Context: an optimization exercise on an open-source flow, tuned for small area, a short achievable clock period and few clock cycles. The choices shown serve that exercise and are no tape-out recipe. Function not checked in this run: the RTL went through the layout flow alone.

$ cat flow/run.sh
#!/bin/bash
# synth_recipe.tcl (not shown) runs the flow's synth.tcl, then flattens the netlist and writes it again
# the make line also repeats each setting of config.mk as NAME=value (left out here)
make -C /OpenROAD-flow-scripts/flow DESIGN_CONFIG=/design/flow/config.mk WORK_HOME=/design/flow/orfs CLKGATE_MAP_FILE= SYNTH_SCRIPT=/design/flow/synth_recipe.tcl finish
$ cat flow/config.mk
export PLATFORM = sky130hd
export DESIGN_NAME = systolic_mm
export DESIGN_NICKNAME = systolic_mm
export VERILOG_FILES = /design/flow/design.v
export SDC_FILE = /design/flow/constraint.sdc
export NUM_CORES = 4
export LEC_CHECK = 0
export CAP_MARGIN = 20
export CORE_MARGIN = 2
export CORE_UTILIZATION = 40
export SLEW_MARGIN = 20
$ cat flow/constraint.sdc
create_clock -name core_clock -period 7.5 [get_ports {clk}]
set_input_delay 1.5000 -clock core_clock [delete_from_list [all_inputs] [get_ports {clk}]]
set_output_delay 1.5000 -clock core_clock [all_outputs]
set_load 0.01 [all_outputs]
$ cat flow/design.v
module mod_mult_m_14 (
  input  wire        clk,
  input  wire        rst,
  input  wire [13:0] input_data0,
  input  wire [13:0] input_data1,
  output reg  [13:0] output_data
);
  localparam [15:0] modulus = 16'd12289;
  reg [27:0] product;                
  reg [13:0] q_est;                 
  reg [29:0] r_partial0, r_partial1, r_partial2, r_partial3, r_partial4, r_partial5, r_est;  
  reg [24:0] y_partial0, y_partial1, y_term;  
  reg [15:0] diff;                 
  reg [13:0] q_d1, q_d2, q_d3, q_d4, q_d5, q_d6;
  reg [14:0] h_d1, h_d2;
  reg [15:0] p_low [0:10];
  integer k;
  always @(posedge clk or negedge rst) begin
    if (!rst)
      product <= 0;
    else
      product <= input_data0 * input_data1;
  end
  always @(posedge clk or negedge rst) begin
    if (!rst)
      q_est <= 0;
    else
      q_est <= product[27:14];
  end
  always @(posedge clk or negedge rst) begin
    if (!rst) begin
      for (k = 0; k < 11; k = k + 1)
        p_low[k] <= 0;
    end else begin
      p_low[0] <= product[15:0];
      for (k = 1; k < 11; k = k + 1)
        p_low[k] <= p_low[k-1];
    end
  end
  always @(posedge clk or negedge rst) begin
    if (!rst) begin
      r_partial0 <= 0;
      r_partial1 <= 0;
      r_partial2 <= 0;
      r_partial3 <= 0;
      r_partial4 <= 0;
      r_partial5 <= 0;
      r_est      <= 0;
      q_d1 <= 0;
      q_d2 <= 0;
      q_d3 <= 0;
      q_d4 <= 0;
      q_d5 <= 0;
      q_d6 <= 0;
    end else begin
      r_partial0 <= (q_est << 14);                
      r_partial1 <= r_partial0 + (q_d1 << 12);    
      r_partial2 <= r_partial1 + (q_d2 << 10);    
      r_partial3 <= r_partial2 + (q_d3 << 8);     
      r_partial4 <= r_partial3 + (q_d4 << 6);     
      r_partial5 <= r_partial4 + (q_d5 << 4);     
      r_est      <= r_partial5 + (q_d6 << 1) + q_d6;  
      q_d1 <= q_est;
      q_d2 <= q_d1;
      q_d3 <= q_d2;
      q_d4 <= q_d3;
      q_d5 <= q_d4;
      q_d6 <= q_d5;
    end
  end
  always @(posedge clk or negedge rst) begin
    if (!rst) begin
      y_partial0 <= 0;
      y_partial1 <= 0;
      y_term     <= 0;
      h_d1 <= 0;
      h_d2 <= 0;
    end else begin
      y_partial0 <= (r_est[28:14] << 13);
      y_partial1 <= y_partial0 + (h_d1 << 12);
      y_term     <= y_partial1 + h_d2;
      h_d1 <= r_est[28:14];
      h_d2 <= h_d1;
    end
  end
  always @(posedge clk or negedge rst) begin
    if (!rst)
      diff <= 0;
    else
      diff <= p_low[10] - y_term[15:0];
  end
  always @(posedge clk or negedge rst) begin
    if (!rst)
      output_data <= 0;
    else if (diff >= (modulus << 1))
      output_data <= diff - (modulus << 1);
    else if (diff >= modulus)
      output_data <= diff - modulus;
    else
      output_data <= diff;
  end
endmodule
module systolic_mm #(
    parameter ARRAY_ROWS = 4,
    parameter ARRAY_COLUMNS = 4,
    parameter DATA_WIDTH = 14,
    parameter MUL_DELAY = 14
)(
    input clk,
    input rst_n,
    input in_valid,
    input in_last,
    input [ARRAY_ROWS*DATA_WIDTH-1:0] a_col,
    input [ARRAY_COLUMNS*DATA_WIDTH-1:0] b_row,
    output reg out_valid,
    output reg [ARRAY_COLUMNS*DATA_WIDTH-1:0] out_data
);
localparam [DATA_WIDTH-1:0] MODULUS = 14'd12289;
reg [DATA_WIDTH-1:0] A_shift [0:ARRAY_ROWS-1][0:ARRAY_ROWS-1];
reg [1:0]            C_shift [0:ARRAY_ROWS-1][0:ARRAY_ROWS-1];    
reg [DATA_WIDTH-1:0] B_shift [0:ARRAY_COLUMNS-1][0:ARRAY_COLUMNS-1];
reg [DATA_WIDTH-1:0] a_pipe [0:ARRAY_ROWS-1][0:ARRAY_COLUMNS-1];
reg [1:0]            c_pipe [0:ARRAY_ROWS-1][0:ARRAY_COLUMNS-1];
reg [DATA_WIDTH-1:0] b_pipe [0:ARRAY_ROWS-1][0:ARRAY_COLUMNS-1];
reg [1:0]            mode_pipeline [0:MUL_DELAY-1][0:ARRAY_ROWS-1][0:ARRAY_COLUMNS-1];
wire [DATA_WIDTH-1:0] pe_result [0:ARRAY_ROWS-1][0:ARRAY_COLUMNS-1];
reg [DATA_WIDTH-1:0] mac [0:ARRAY_ROWS-1][0:ARRAY_COLUMNS-1];
reg                  mac_clear [0:ARRAY_ROWS-1][0:ARRAY_COLUMNS-1];
reg [DATA_WIDTH-1:0] out_buffer [0:ARRAY_ROWS-1][0:ARRAY_COLUMNS-1];
reg                  row_done [0:ARRAY_ROWS-1];
integer ii, jj, l;
genvar gr, gc;
generate
    for (gr = 0; gr < ARRAY_ROWS; gr = gr + 1) begin : gen_row
        for (gc = 0; gc < ARRAY_COLUMNS; gc = gc + 1) begin : gen_col
            mod_mult_m_14 u_mod_mult_m_14 (
                .clk(clk),
                .rst(rst_n),
                .input_data0(a_pipe[gr][gc]),
                .input_data1(b_pipe[gr][gc]),
                .output_data(pe_result[gr][gc])
            );
        end
    end
endgenerate
function [DATA_WIDTH-1:0] mod_add;
    input [DATA_WIDTH-1:0] x;
    input [DATA_WIDTH-1:0] y;
    reg [DATA_WIDTH:0] s;
    begin
        s = x + y;
        if (s >= MODULUS)
            mod_add = s - MODULUS;
        else
            mod_add = s[DATA_WIDTH-1:0];
    end
endfunction
reg [DATA_WIDTH-1:0] sum_tmp;
always @(posedge clk or negedge rst_n) begin
    if (!rst_n) begin
        for (ii = 0; ii < ARRAY_ROWS; ii = ii + 1)
            for (jj = 0; jj < ARRAY_ROWS; jj = jj + 1) begin
                A_shift[ii][jj] <= 0;
                C_shift[ii][jj] <= 0;
            end
        for (ii = 0; ii < ARRAY_COLUMNS; ii = ii + 1)
            for (jj = 0; jj < ARRAY_COLUMNS; jj = jj + 1)
                B_shift[ii][jj] <= 0;
        for (ii = 0; ii < ARRAY_ROWS; ii = ii + 1) begin
            row_done[ii] <= 0;
            for (jj = 0; jj < ARRAY_COLUMNS; jj = jj + 1) begin
                a_pipe[ii][jj] <= 0;
                b_pipe[ii][jj] <= 0;
                c_pipe[ii][jj] <= 0;
                mac[ii][jj] <= 0;
                mac_clear[ii][jj] <= 1;
                out_buffer[ii][jj] <= 0;
                for (l = 0; l < MUL_DELAY; l = l + 1)
                    mode_pipeline[l][ii][jj] <= 0;
            end
        end
        out_valid <= 0;
        out_data <= 0;
    end else begin
        for (ii = 0; ii < ARRAY_ROWS; ii = ii + 1) begin
            A_shift[ii][0] <= a_col[ii*DATA_WIDTH +: DATA_WIDTH];
            C_shift[ii][0] <= {in_last & in_valid, in_valid};
            for (jj = 1; jj < ARRAY_ROWS; jj = jj + 1) begin
                A_shift[ii][jj] <= A_shift[ii][jj-1];
                C_shift[ii][jj] <= C_shift[ii][jj-1];
            end
        end
        for (ii = 0; ii < ARRAY_COLUMNS; ii = ii + 1) begin
            B_shift[ii][0] <= b_row[ii*DATA_WIDTH +: DATA_WIDTH];
            for (jj = 1; jj < ARRAY_COLUMNS; jj = jj + 1)
                B_shift[ii][jj] <= B_shift[ii][jj-1];
        end
        for (ii = 0; ii < ARRAY_ROWS; ii = ii + 1) begin
            a_pipe[ii][0] <= A_shift[ii][ii];
            c_pipe[ii][0] <= C_shift[ii][ii];
            for (jj = 1; jj < ARRAY_COLUMNS; jj = jj + 1) begin
                a_pipe[ii][jj] <= a_pipe[ii][jj-1];
                c_pipe[ii][jj] <= c_pipe[ii][jj-1];
            end
        end
        for (jj = 0; jj < ARRAY_COLUMNS; jj = jj + 1) begin
            b_pipe[0][jj] <= B_shift[jj][jj];
            for (ii = 1; ii < ARRAY_ROWS; ii = ii + 1)
                b_pipe[ii][jj] <= b_pipe[ii-1][jj];
        end
        for (ii = 0; ii < ARRAY_ROWS; ii = ii + 1)
            for (jj = 0; jj < ARRAY_COLUMNS; jj = jj + 1) begin
                mode_pipeline[0][ii][jj] <= c_pipe[ii][jj];
                for (l = 1; l < MUL_DELAY; l = l + 1)
                    mode_pipeline[l][ii][jj] <= mode_pipeline[l-1][ii][jj];
                if (mode_pipeline[MUL_DELAY-1][ii][jj][0]) begin
                    sum_tmp = mod_add(mac_clear[ii][jj] ? {DATA_WIDTH{1'b0}} : mac[ii][jj],
                                      pe_result[ii][jj]);
                    mac[ii][jj] <= sum_tmp;
                    mac_clear[ii][jj] <= mode_pipeline[MUL_DELAY-1][ii][jj][1];
                    if (mode_pipeline[MUL_DELAY-1][ii][jj][1])
                        out_buffer[ii][jj] <= sum_tmp;
                end
            end
        for (ii = 0; ii < ARRAY_ROWS; ii = ii + 1)
            row_done[ii] <= mode_pipeline[MUL_DELAY-1][ii][ARRAY_COLUMNS-1] == 2'b11;
        out_valid <= 0;
        for (ii = 0; ii < ARRAY_ROWS; ii = ii + 1)
            if (row_done[ii]) begin
                out_valid <= 1;
                for (jj = 0; jj < ARRAY_COLUMNS; jj = jj + 1)
                    out_data[jj*DATA_WIDTH +: DATA_WIDTH] <= out_buffer[ii][jj];
            end
    end
end
endmodule
==> run notes <==
==> metrics by stage <==
| stage | instances | hold WS (ns) | setup WS (ns) |
|---|---|---|---|
| after CTS | 51409 | 0.256 | 0.413 |
| after detailed placement | 49710 | 0.335 | 0.423 |
| after floorplan | 35605 | 0.331 | 1.11 |
| after global routing | 51416 | 0.257 | 0.0398 |
| after global placement | 49708 | 0.331 | 0.379 |
| final | 51443 | 0.270 | 0.432 |
==> per-layer routing <==
metal	vias up	track usage [%]	wire, um
met3	1487	2.42	41400
li1	117154	-	-
met2	4704	27.9	425000
met4	14	5.23	29500
met1	126425	24.2	421000
met5	-	0	91
==> worst paths after layout <==
path	cells past startpoint	slack (ns)	from	endpoint
min	0	0.27	gen_row[0].gen_col[0].u_mod_mult_m_14.h_d1[6]	gen_row[0].gen_col[0].u_mod_mult_m_14.h_d2[6]
max reg2reg	22	0.43	b_pipe[6][2]	gen_row[1].gen_col[2].u_mod_mult_m_14.product[24]
min in group asynchronous	2	0.57	rst_n	gen_row[0].gen_col[1].u_mod_mult_m_14.q_est[6]
max in group asynchronous	5	4.84	rst_n	out_buffer[5][11]
max	22	0.43	b_pipe[6][2]	gen_row[1].gen_col[2].u_mod_mult_m_14.product[24]
min reg2reg	0	0.27	gen_row[0].gen_col[0].u_mod_mult_m_14.h_d1[6]	gen_row[0].gen_col[0].u_mod_mult_m_14.h_d2[6]
==> layout make-up <==
cell class / count / area, sq um
fill: 96278 / 588000
clock inverter: 464 / 6840
inverter: 3978 / 14900
sequential: 8920 / 223000
multi-input combinational: 22021 / 189000
antenna: 32 / 80.1
tap: 14325 / 17900
timing repair buffer: 468 / 4510
clock buffer: 1235 / 25900
==> registers in the layout (all words and copies together) (netlist names), 240 cells and up <==
signal,flops
gen_row.gen_col.u_mod_mult_m_14.product,448
gen_row.gen_col.u_mod_mult_m_14.diff,256
gen_row.gen_col.u_mod_mult_m_14.p_low,2672
gen_row.gen_col.u_mod_mult_m_14.h_d1,240
gen_row.gen_col.u_mod_mult_m_14.h_d2,240
gen_row.gen_col.u_mod_mult_m_14.r_partial3,304
gen_row.gen_col.u_mod_mult_m_14.r_partial4,336
gen_row.gen_col.u_mod_mult_m_14.r_partial5,368
gen_row.gen_col.u_mod_mult_m_14.r_partial1,240
gen_row.gen_col.u_mod_mult_m_14.y_term,256
gen_row.gen_col.u_mod_mult_m_14.r_est,256
gen_row.gen_col.u_mod_mult_m_14.r_partial2,272
==> Yosys cell counts, types with 29 or more instances <==
cell | number | area (sq um)
nand2_1 | 2868 | 10800
ha_1 | 3328 | 41600
nor3b_1 | 62 | 465
o21a_1 | 164 | 1230
a21boi_0 | 258 | 1940
nand2b_1 | 192 | 1200
a21oi_1 | 1283 | 6420
nand3b_1 | 46 | 345
clkbuf_1 | 653 | 2450
a41o_1 | 45 | 450
and4_1 | 34 | 298
dfrtp_1 | 8913 | 223000
o21bai_1 | 145 | 1090
and3_1 | 239 | 1500
a211o_1 | 47 | 412
fa_1 | 2560 | 51200
nor4_1 | 107 | 669
a31oi_1 | 157 | 982
and2_1 | 1559 | 9750
a21o_1 | 408 | 3060
or4_1 | 44 | 330
mux2_2 | 85 | 957
a311o_1 | 29 | 290
a211oi_1 | 165 | 1240
nand3_1 | 477 | 2390
xor2_1 | 711 | 6230
nor2b_1 | 538 | 3370
or3_1 | 122 | 763
nor2_1 | 1789 | 6720
o31a_1 | 47 | 412
nor3_1 | 443 | 2220
o2111ai_1 | 47 | 412
o41ai_1 | 57 | 499
or2_2 | 79 | 494
nand4b_1 | 48 | 420
o31ai_1 | 78 | 586
o21ai_0 | 1278 | 6400
mux2i_1 | 111 | 1110
xnor2_1 | 1758 | 15400
o211ai_1 | 71 | 533
inv_1 | 3975 | 14900
a2111oi_0 | 54 | 473
nand4_1 | 151 | 945
==> kinds of logic (layout without fill, tap and decap cells) <==
kind of cell	after synthesis	count (layout)	synth area share, %
adder cells (fa/ha/maj)	5888	5888	21.6
buffers and inverters	4664	6145	4.08
other	0	32	0
flip-flops	8920	8920	52.0
AO/OA/AOI/OAI	4584	4584	6.68
multiplexers	196	196	0.482
AND/OR/NAND/NOR	8884	8884	10.1
XOR/XNOR	2469	2469	5.03
==> flow_summary.yaml <==
clock_tree:
  cts.sinks: 8920
  cts_tree: "yes"
  cts_made_buffers: 915
  clock_latency_ns: 1.22
  path_clk_slew_ns: 0.06
  root_buffer: "clkbuf_16"
  cts_resized: 0
  ctsHoldBuffers: 0
  clockBufferDepth: 5
  htree_num_levels: 6
  cts_setup_buffers: 0
logic_synthesis:
  ys_warn_count: 25
  ys_seq_elements: 8920
  synthCells: 35605
  ys.flop_type: "dfrtp_1"
  yosysSeqAreaShare_pct: 52.0
  synth_edf_count: 0
  synth.net_count: 41609
  synth_cell_types: 99
  syn_avg_cell_area_sq_um: 12.1
  async_reset_ff_share_pct: 100
  synth_area_sq_mm: 0.429
grt:
  antenna_found_initial: 96
  grt_overflow: 0
  grt_max_degree: 201
  grt_pass1_vias: 267903
  grt_pass1_wl_um: 1490000
  grt_usage_pct: 17.2
critical_path:
  critical-path-top-delay-family: "adder cells"
  cp_common_cell: "fa_1"
  cp.required_ns: 8.55
  crit_slowest_cell: "dfrtp_1"
  cpPeakStageDelay_ns: 0.62
  end_kind: "flop"
  cp.arrival_ns: 8.12
  crit_path_start_kind: "flop"
  cp_cell_sequence: "and2_1 -> fa_1 -> inv_1 -> fa_1 -> inv_1 -> fa_1 -> fa_1 -> fa_1 -> inv_1 -> fa_1 -> inv_1 -> ha_1 -> and3_1 -> and3_1 -> or3b_2 -> a31oi_1 -> o2111ai_1 -> a31o_2 -> a21oi_1 -> o21bai_1 -> a21oi_1 -> xnor2_1"
  crit_path_max_fanout: 15
  crit_type: "flop to flop"
  cp_num_buf_inv: 4
finish:
  final_cell_mix: "8907 x dfrtp_1, 3975 x inv_1, 3328 x ha_1"
  finalNetCount: 42308
  drive_gt1_share_pct: 5.74
  mostFrequentLayoutCell: "dfrtp_1"
  areaGrowthSynthToFinish_pct: 12.3
  fin_util_pct: 45.1
  stdcell_area_sq_mm: 0.482
placement:
  portBuffers: 172
  gp_congestion: 0.875
  place_hpwl_um: 699000
  placed_area_sq_mm: 0.449
route:
  drtPass1Iterations: 9
  via_per_inst: 4.86
  routed_wl_um: 917000
  dr_total_vias: 249784
  drt_iter0_markers: 14859
  drc_errors: 0
  wl_per_cell_um: 17.8
  ant_nets: 0
floorplan:
  rows: 380
  core-area_sq_mm: 1.07
  die_w_um: 1040
  die_area_sq_mm: 1.08
  ios: 173
  initial_utilization_pct: 40.1
  die_y_um: 1040
sta:
  hold_viol_final: 0
  finalSetupViolations: 0
  drv_slew: 0
  fmax_ghz: 0.141
  fin_crit_sh_pct: 94.2
  worst_slew_pin_slew_ns: 1.25
  fin_crit_ns: 7.07
  finalSetupTns_ns: 0
  rsz0062_at_grt: "false"
  clock_skew_ns: 0.150
  slew_headroom_pct: 16.9
worst_hold_path:
  hp-class: "flop to flop"
run_status:
  status: "timing/DRC/antenna clean"
job:
  drv_cap: 0

-- separate check: timing with driven ports --
No port has a modelled driver above. Below, the same layout with a new extraction and two added sets of constraints.
Step 1 assumes that a clkbuf_16 drives the clock port and a buf_2 every other input.
Step 2 adds t to the input delays and takes it off the output delays; t is the mean of the earliest and latest rising clock arrival at the registers after step 1. Input paths then give back, and output paths get back, about the clock's delay inside the block.
a / b / c = no drivers / after step 1 / after step 2; a / b = the first two.
shift t [ns]: 1.282
setup WS [ns]: 0.432 / 0.432 / 0.432
latest minus earliest clock arrival (ns): 0.153 / 0.153
After both steps setup and hold are still met in this run. For this run, drivers alone change the setup slack by 0.000 ns; drivers and shift together by 0.000 ns.
